Context: an optimization exercise on an open-source flow, tuned for small area. The choices shown serve that exercise and are no tape-out recipe.
Only simulation tests tie the RTL to the original design; equivalence was not proved.
Power and IR drop assume default switching activity.

File: flow/design.v
module freq_div(clk_in, reset, tick_timer, tick_scan, tick_game);
localparam [31:0] TimeTimer = 32'd2500;
localparam [31:0] TimeScan  = 32'd2;
localparam [31:0] TimeGame  = 32'd500;
input clk_in, reset;
output tick_timer, tick_scan, tick_game;
reg clk_timer, clk_scan, clk_game;
reg [31:0] cnt_t, cnt_s, cnt_g;
assign tick_timer = (cnt_t == TimeTimer) && !clk_timer;
assign tick_scan  = (cnt_s == TimeScan)  && !clk_scan;
assign tick_game  = (cnt_g == TimeGame)  && !clk_game;
always@(posedge clk_in or negedge reset)
begin
	if(!reset)
	begin
		cnt_t <= 32'd0; clk_timer <= 1'b0;
		cnt_s <= 32'd0; clk_scan <= 1'b0;
		cnt_g <= 32'd0; clk_game <= 1'b0;
	end
	else
	begin
		if(cnt_t == TimeTimer)
		begin
			cnt_t <= 32'd0;
			clk_timer <= ~clk_timer;
		end
		else
		begin
			cnt_t <= cnt_t + 32'd1;
		end
		if(cnt_s == TimeScan)
		begin
			cnt_s <= 32'd0;
			clk_scan <= ~clk_scan;
		end
		else
		begin
			cnt_s <= cnt_s + 32'd1;
		end
		if(cnt_g == TimeGame)
		begin
			cnt_g <= 32'd0;
			clk_game <= ~clk_game;
		end
		else
		begin
			cnt_g <= cnt_g + 32'd1;
		end
	end
end
endmodule
module debounce(clk, btn_in, btn_out);
input clk, btn_in;
output reg btn_out;
reg [3:0] shift_reg;
always@(posedge clk)
begin
    shift_reg <= {shift_reg[2:0], btn_in};  
	 if (shift_reg == 4'b0000) begin  
        btn_out <= 1; 
    end
    else begin
        btn_out <= 0; 
    end
end
endmodule
module player_ctrl(clk, en, reset, game_over, btn_l, btn_r, player_x_out);
input clk, en, reset, game_over, btn_l, btn_r;
output reg [2:0] player_x_out;
always@(posedge clk or negedge reset)
begin
	if(!reset)
	begin
		player_x_out <= 3;
	end
	else if(en && !game_over)
	begin
		case ({btn_l, btn_r})
			2'b10: begin
				player_x_out <= player_x_out - 3'd1;
			end
			2'b01: begin
				player_x_out <= player_x_out + 3'd1;
			end
			default: begin
				player_x_out <= player_x_out;
			end
		endcase
	end
end
endmodule
module coin_generator(clk, en, reset, game_over, coin_caught, coin_x_out, coin_y_out, type_out);
input clk, en, reset, game_over, coin_caught;
output reg [2:0] coin_x_out; 
output reg [3:0] coin_y_out; 
output reg type_out; 
reg [15:0] random_val;  
always@(posedge clk or negedge reset)
begin
	if(!reset)
	begin
		coin_x_out <= 4;
		coin_y_out <= 0; 
		type_out <= 0;
		random_val <= 16'h1234;  
	end
	else if(en && !game_over)
	begin
		random_val <= {random_val[14:0], random_val[15] ^ random_val[13] ^ random_val[12] ^ random_val[10]};
		if(coin_caught || coin_y_out == 15)
		begin
			coin_y_out <= 0;  
			coin_x_out <= random_val[2:0];
			type_out <= random_val[3];
			if (random_val[3] == 1 && random_val[2:0] == 3'd7)
			begin
                coin_x_out <= 3'd6; 
            end
		end
		else
		begin
			coin_y_out <= coin_y_out + 1;
		end
	end
end
endmodule
module score_keeper(clk, en, reset, game_over, player_x, coin_x, coin_y, coin_type, caught, score_out);
input clk, en, reset, game_over, coin_type;
input [2:0] player_x, coin_x;
input [3:0] coin_y;
output reg caught; 
output reg [7:0] score_out;
always@(posedge clk or negedge reset)
begin
 if(!reset)
 begin
  score_out <= 0;
  caught <= 0;
 end
 else if (en && !game_over)
 begin
  caught <= 0;  
  if (coin_y == 4'd15) 
        begin
   if (coin_type == 0) 
   begin
    if (player_x == coin_x) 
    begin
      caught <= 1;
      if (score_out < 99)
       score_out <= score_out + 1;
    end
   end
   else 
   begin
    if ((player_x == coin_x) || (player_x == coin_x + 1)) 
    begin
      caught <= 1;
      if (score_out < 99)
       score_out <= score_out + 2;
    end
   end
  end
 end
end
endmodule
module game_core(
    clk, en, reset,
    btn_l, btn_r,
    time_up,
    player_x, 
    coin_x, coin_y, 
    coin_type,
    score
);
input clk, en, reset, btn_l, btn_r, time_up;
output coin_type;
output [2:0] player_x, coin_x;
output [3:0] coin_y;
output [7:0] score;
wire coin_caught; 
player_ctrl Player(
	.clk(clk), .en(en), .reset(reset), .game_over(time_up),
	.btn_l(btn_l), .btn_r(btn_r),
	.player_x_out(player_x)
);
coin_generator Coin(
	.clk(clk), .en(en), .reset(reset), .game_over(time_up),
	.coin_caught(coin_caught),
	.coin_x_out(coin_x), .coin_y_out(coin_y), .type_out(coin_type)
);
score_keeper Score(
	.clk(clk), .en(en), .reset(reset), .game_over(time_up),
	.player_x(player_x), .coin_x(coin_x), .coin_y(coin_y), .coin_type(coin_type),
	.caught(coin_caught),
	.score_out(score)
);
endmodule
module game_timer(clk, en, reset, seconds, time_up);
input clk, en, reset;
output reg [7:0] seconds;
output reg time_up;
always@(posedge clk or negedge reset)
begin
    if(!reset)
    begin
        seconds <= 8'd60;
        time_up <= 1'b0;
    end
    else if (en)
    begin
        if (seconds > 0)
        begin
            seconds <= seconds - 1'b1;  
            time_up <= 1'b0;
        end
        else
        begin
            seconds <= 8'd0;  
            time_up <= 1'b1;  
        end
    end
end
endmodule
module matrix_driver(
    input clk,
    input en,            
    input reset, 
    input [2:0] player_x, 
    input [2:0] coin_x, 
    input [3:0] coin_y,
    input coin_type,     
    output reg [7:0] row_out,
    output reg [15:0] col_out
);
    reg [2:0] scan_x;
    always @(posedge clk or negedge reset) begin
        if(!reset) begin
            scan_x <= 0;
            row_out <= 8'hFF;
            col_out <= 16'h0000;
        end
        else if (en) begin
            scan_x <= scan_x + 1;
            row_out <= ~(8'b00000001 << scan_x);
            col_out <= 16'h0000; 
            if(scan_x == player_x) begin
                col_out[15] <= 1'b1;  
            end
				if(scan_x == player_x + 3'd1) begin
					col_out[15] <= 1'b1;
					col_out[14] <= 1'b1;
				end
				if(scan_x == player_x - 3'd1) begin
					col_out[15] <= 1'b1;
					col_out[14] <= 1'b1;
				end
            if (coin_type == 1'b0) begin
                if (scan_x == coin_x) begin
                    col_out[coin_y] <= 1'b1;
                end
            end
            else begin
                if ((scan_x == coin_x) || (scan_x == coin_x + 3'd1)) begin
                    col_out[coin_y] <= 1'b1;
                end
            end
        end
    end
endmodule
module seg_decoder(in, out);
input [3:0] in;
output reg [6:0] out;
always@(in)
begin
	case(in)
		4'd0: out = 7'b1000000;
		4'd1: out = 7'b1111001;
		4'd2: out = 7'b0100100;
		4'd3: out = 7'b0110000;
		4'd4: out = 7'b0011001;
		4'd5: out = 7'b0010010;
		4'd6: out = 7'b0000010;
		4'd7: out = 7'b1111000;
		4'd8: out = 7'b0000000;
		4'd9: out = 7'b0010000;
		default: out = 7'b1111111;
	endcase
end
endmodule
module coin_catcher_game(
	clk, 
	reset,
	btn_left, btn_right,  
	dot_row, dot_col, 
	HEX_0, HEX_1, HEX_2, HEX_3, HEX_4, HEX_5 
);
input clk, reset, btn_left, btn_right;
output [7:0] dot_row;
output [15:0] dot_col;  
output [6:0] HEX_0, HEX_1, HEX_2, HEX_3, HEX_4, HEX_5;
wire tick_timer; 
wire tick_scan;  
wire tick_game;  
wire db_btn_left, db_btn_right;  
wire [7:0] score, seconds;
wire coin_type, game_over;
wire [2:0] player_x, coin_x; 
wire [3:0] coin_y; 
freq_div Clocks(
	.clk_in(clk), 
	.reset(reset), 
	.tick_timer(tick_timer), 
	.tick_scan(tick_scan), 
	.tick_game(tick_game)
);
debounce BtnL(.clk(clk), .btn_in(btn_left), .btn_out(db_btn_left));
debounce BtnR(.clk(clk), .btn_in(btn_right), .btn_out(db_btn_right));
game_core Game(
	.clk(clk), 
	.en(tick_game), 
	.reset(reset),
	.btn_l(db_btn_left), 
	.btn_r(db_btn_right),
	.time_up(game_over),
	.player_x(player_x),
	.coin_x(coin_x),
	.coin_y(coin_y),
	.coin_type(coin_type),
	.score(score)
);
game_timer Timer(
	.clk(clk),
	.en(tick_timer),
	.reset(reset),
	.seconds(seconds),
	.time_up(game_over)
);
matrix_driver Matrix(
	.clk(clk),
	.en(tick_scan),
	.reset(reset),
	.player_x(player_x),
	.coin_x(coin_x),
	.coin_y(coin_y),
	.coin_type(coin_type),
	.row_out(dot_row),
	.col_out(dot_col)
);
seg_decoder Hex0(.in(score % 10), .out(HEX_0)); 
seg_decoder Hex1(.in(score / 10), .out(HEX_1)); 
seg_decoder Hex4(.in(seconds % 10), .out(HEX_4)); 
seg_decoder Hex5(.in(seconds / 10), .out(HEX_5)); 
assign HEX_2 = 7'b1111111;
assign HEX_3 = 7'b1111111;
endmodule
File: flow/run.sh
#!/bin/bash
# synth_recipe.tcl (not shown) runs the flow's synth.tcl, then flattens the netlist and writes it again
# the make line also repeats each setting of config.mk as NAME=value (left out here)
make -C /OpenROAD-flow-scripts/flow DESIGN_CONFIG=/design/flow/config.mk WORK_HOME=/design/flow/orfs CLKGATE_MAP_FILE= SYNTH_SCRIPT=/design/flow/synth_recipe.tcl finish
File: flow/config.mk
export PLATFORM = sky130hd
export DESIGN_NAME = coin_catcher_game
export DESIGN_NICKNAME = coin_catcher_game
export VERILOG_FILES = /design/flow/design.v
export SDC_FILE = /design/flow/constraint.sdc
export NUM_CORES = 4
export LEC_CHECK = 0
export CAP_MARGIN = 20
export CORE_MARGIN = 2
export CORE_UTILIZATION = 40
export SLEW_MARGIN = 20
File: flow/constraint.sdc
create_clock -name core_clock -period 10.0 [get_ports {clk}]
set_input_delay 2.0000 -clock core_clock [delete_from_list [all_inputs] [get_ports {clk}]]
set_output_delay 2.0000 -clock core_clock [all_outputs]
set_load 0.01 [all_outputs]
==> flow_summary_export.csv <==
group,metric,value,unit
timing,fin_hold_ws,0.345,ns
layout,diodes,0,
global_route,grt_pass1_vias,8991,
clock_network,clockRootBuffer,"clkbuf_16",
detailed_routing,vias_per_cell,5.42,
hold_path,min_path_cells,0,
timing,skew,0.0101,ns
layout,reg.largest.list,"Clocks.cnt_g: 32 flops, Clocks.cnt_s: 32 flops, Clocks.cnt_t: 32 flops",
global_route,grt_max_degree,100,
critical_path,regToRegEndpoint,"Game.Coin.coin_y_out[3]",
logic_synthesis,async_reset_ff_frac,0.945,
hold_path,hold_end,"BtnR.shift_reg[2]",
pwr,p_leak,0.00563,uW
timing,setup_viol,0,
critical_path,rr_startpoint,"Clocks.cnt_g[0]",
logic_synthesis,postSynthCellCount,1306,
clock_network,cts_num_sinks,181,
logic_synthesis,synth-seq-area-share,0.387,
detailed_routing,ant_nets,0,
critical_path,crit_type,"reg -> out",
logic_synthesis,yosysWarnings,12,
clock_network,insertion_delay,0.43,ns
clock_network,clk_pin_slew,0.07,ns
pwr,peakVddDrop,108,uV
timing,tightest_slew,1.12,ns
logic_synthesis,syn_area,11600,um^2
logic_synthesis,synthFlopType,"dfrtp_1",
critical_path,max_stage_delay,0.63,ns
layout,syn_to_final_growth,11.9,%
critical_path,worst_setup_path_start_kind,"flip-flop",
timing,relSlewSlack,0.249,
timing,max_freq,106,MHz
clock_network,cts-resized-gates,0,
run_status,status,"complete, no violations",
global_route,grt_usage,0.167,
layout,drive_above_1_share,0.0853,
detailed_routing,detail_route.iter0.violations,722,
critical_path,crit_family,"compound AO/OA/AOI/OAI gates",
floorplanning,top_level_ports,70,
detailed_routing,vias,9327,
logic_synthesis,avgSynthCellArea,8.91,um^2
critical_path,critPathMaxFanout,16,
detailed_routing,drc,0,
pwr,power.density,107,nW/um^2
clock_network,htreeDepth,4,
floorplanning,dieArea,30500,um^2
critical_path,crit_arrival,7.43,ns
critical_path,critPathCaptureType,"output port",
floorplanning,initial_core_util,0.405,
timing,fin_crit,9.43,ns
detailed_routing,dr.pass1.iters,5,
logic_synthesis,synth_edf_count,0,
critical_path,r2r_cells,8,
timing,rsz0062_at_grt,"false",
global_route,grt_pass1_wl,43400,um
global_route,grt_overflow,0,
floorplanning,die_x,175,um
logic_synthesis,synth_cell_types,101,
clock_network,clockBufferDepth,2,
critical_path,crit_buf_inv,4,
hold_path,hp-class,"reg -> reg",
floorplanning,row_count,62,
placed_design,gp_congestion,0.853,
placed_design,io_buffers,55,
hold_path,hp-start,"BtnR.shift_reg[1]",
critical_path,worst_path_max_delay_cell,"or3_1",
layout,final_nets,1380,
detailed_routing,wl,24900,um
critical_path,crit_required,8.00,ns
clock_network,cts_buffers,17,
timing,tns,0,ns
clock_network,cts_hold_buf,0,
run,max_cap_viol_count,0,
timing,finalCritPeriodShare,0.943,
detailed_routing,wire_per_inst,14.5,um
logic_synthesis,synth_seq_cells,181,
global_route,antenna_found_initial,0,
timing,hold_viol,0,
floorplanning,core,28700,um^2
critical_path,timing.critical_path.mode_cell,"ha_1",
critical_path,reg2reg_setup_slack,6.94,ns
floorplanning,die_y,175,um
timing,maxSlewViolCount,0,
placed_design,hpwl,17400,um
clock_network,postCtsSetupRepairBufs,0,
clock_network,cts_tree,"built",
[cell usage in the layout, fill, tap and decap left out, types with 12 or more instances in the layout]
cell               n
nand2_1          162
ha_1              52
nor4_1            23
dfrtp_1          150
and4_1            12
xor2_1            30
a21oi_1           56
o21ai_0           59
a22o_1            14
clkbuf_16         17
clkdlybuf4s50_1   54
conb_1            14
and3_1            19
a21o_1            18
nor3_1            36
inv_1             39
nor2_1           108
nand4_1           23
buf_4             13
dfstp_2           20
nand3_1           53
xnor2_1          106
[per-layer routing]
layer | part of all wire | track usage | up-vias
li1 | - | - | 4659
met1 | 0.50 | 0.240 | 4496
met2 | 0.47 | 0.265 | 152
met3 | 0.027 | 0.0195 | 20
met4 | 0.010 | 0.0507 | 0
met5 | 0 | 0 | -
[cell usage after synthesis, types with 5 or more instances]
| cell | n | area (um^2) |
|---|---|---|
| dfstp_2 | 20 | 526 |
| o221ai_1 | 5 | 43.8 |
| ha_1 | 52 | 651 |
| nand3_1 | 53 | 265 |
| dfxtp_1 | 10 | 200 |
| nor2_1 | 108 | 405 |
| nor2b_1 | 11 | 68.8 |
| a221oi_1 | 5 | 43.8 |
| inv_1 | 40 | 150 |
| mux2_2 | 10 | 113 |
| mux2i_1 | 10 | 100 |
| o21ai_1 | 6 | 30.0 |
| clkbuf_1 | 47 | 176 |
| and3_1 | 19 | 119 |
| and4_1 | 12 | 105 |
| a211oi_1 | 11 | 82.6 |
| or2_2 | 7 | 43.8 |
| xnor2_1 | 108 | 946 |
| xor2_1 | 30 | 263 |
| a22o_1 | 14 | 123 |
| nor4_1 | 24 | 150 |
| nor3_1 | 36 | 180 |
| a31oi_1 | 11 | 68.8 |
| o21ai_0 | 59 | 295 |
| nand2_1 | 162 | 608 |
| a21oi_1 | 56 | 280 |
| o211ai_1 | 10 | 75.1 |
| or3_1 | 11 | 68.8 |
| dfrtp_1 | 151 | 3780 |
| nand4_1 | 23 | 144 |
| o22ai_1 | 9 | 56.3 |
| a22oi_1 | 5 | 37.5 |
| buf_2 | 14 | 70.1 |
| a21o_1 | 18 | 135 |
| nand2b_1 | 6 | 37.5 |
| buf_4 | 16 | 120 |
[kinds of logic (layout without fill, tap and decap cells)]
family | count (synthesis) | in the layout | synth area share
buffers and inverters | 128 | 146 | 0.0493
AO/OA/AOI/OAI | 282 | 282 | 0.172
other | 1 | 14 | 0.000322
adder cells (fa/ha/maj) | 54 | 54 | 0.0576
multiplexers | 20 | 20 | 0.0183
XOR/XNOR | 138 | 138 | 0.104
AND/OR/NAND/NOR | 502 | 502 | 0.212
flip-flops | 181 | 181 | 0.387
[worst register-to-register path, cell delays in order, from the launching register on]
cell      delay, ns
dfrtp_1        0.42
inv_1          0.07
ha_1           0.14
nor4bb_1       0.24
nand4_1        0.18
nor2_1         0.57
nand2_1        0.63
or4_1          0.64
o21ai_0        0.08
[final cells by class]
type,instances,area [um^2]
clock buffer,17,425
multi-input combinational,1010,6630
timing repair buffer,68,649
fill,2782,15700
clock inverter,15,150
sequential,181,4510
inverter,46,176
tap,384,480
[power by group]
part / internal, uW / switching [uW] / leakage (uW)
Combinational: 1.68 / 15.8 / 0.00301
Clock: 349 / 297 / 0.000262
Sequential: 734 / 0.791 / 0.00236
Total: 1080 / 314 / 0.00563
[how the worst max path moves through the flow]
stage | slack, ns | cells after the start | to | startpoint
CTS | 0.26 | 22 | HEX_0[5] | Game.Score.score_out[1]
floorplan | 2.33 | 24 | HEX_0[5] | Game.Score.score_out[1]
detailed placement | 0.75 | 22 | HEX_0[5] | Game.Score.score_out[1]
global placement | 0.89 | 23 | HEX_0[5] | Game.Score.score_out[1]
finish | 0.57 | 25 | HEX_0[5] | Game.Score.score_out[1]
global route | 0.03 | 24 | HEX_0[5] | Game.Score.score_out[1]
[per-stage QoR]
| stage | area [um^2] | cells | utilization | power, uW | setup slack, ns |
|---|---|---|---|---|---|
| 2_1_floorplan | 11700 | 1319 | - | 755 | 2.33 |
| 3_3_place_gp | 12400 | 1689 | 0.433 | 767 | 0.887 |
| 3_5_place_dp | 12400 | 1689 | 0.433 | 767 | 0.746 |
| 4_1_cts | 13000 | 1721 | 0.453 | 1420 | 0.265 |
| 5_1_grt | 13000 | 1721 | 0.453 | 1450 | 0.0340 |
| 6_report | 13000 | 1721 | 0.453 | 1400 | 0.575 |

re-timing with driven ports:
Ports are ideal in the flow. The routed layout listed here was re-timed in OpenROAD. Step 1, drivers: a clkbuf_16 drives clk and a buf_2 each remaining input, both assumed. Step 2 also shifts input and output timing later by t, the mid clock arrival at the registers, as if the neighbouring blocks saw the same clock. Slacks: ideal ports / drivers / drivers and shift; pairs: ideal ports / drivers.
t (ns): 0.463
setup WS [ns]: 0.575 / 0.536 / 0.998
worst setup path at the end: register to output
clock arrival spread, ns: 0.013 / 0.013
After both steps setup and hold are still met in this run. The setup slack of this run moves by -0.039 ns with the drivers and by +0.423 ns with both steps.
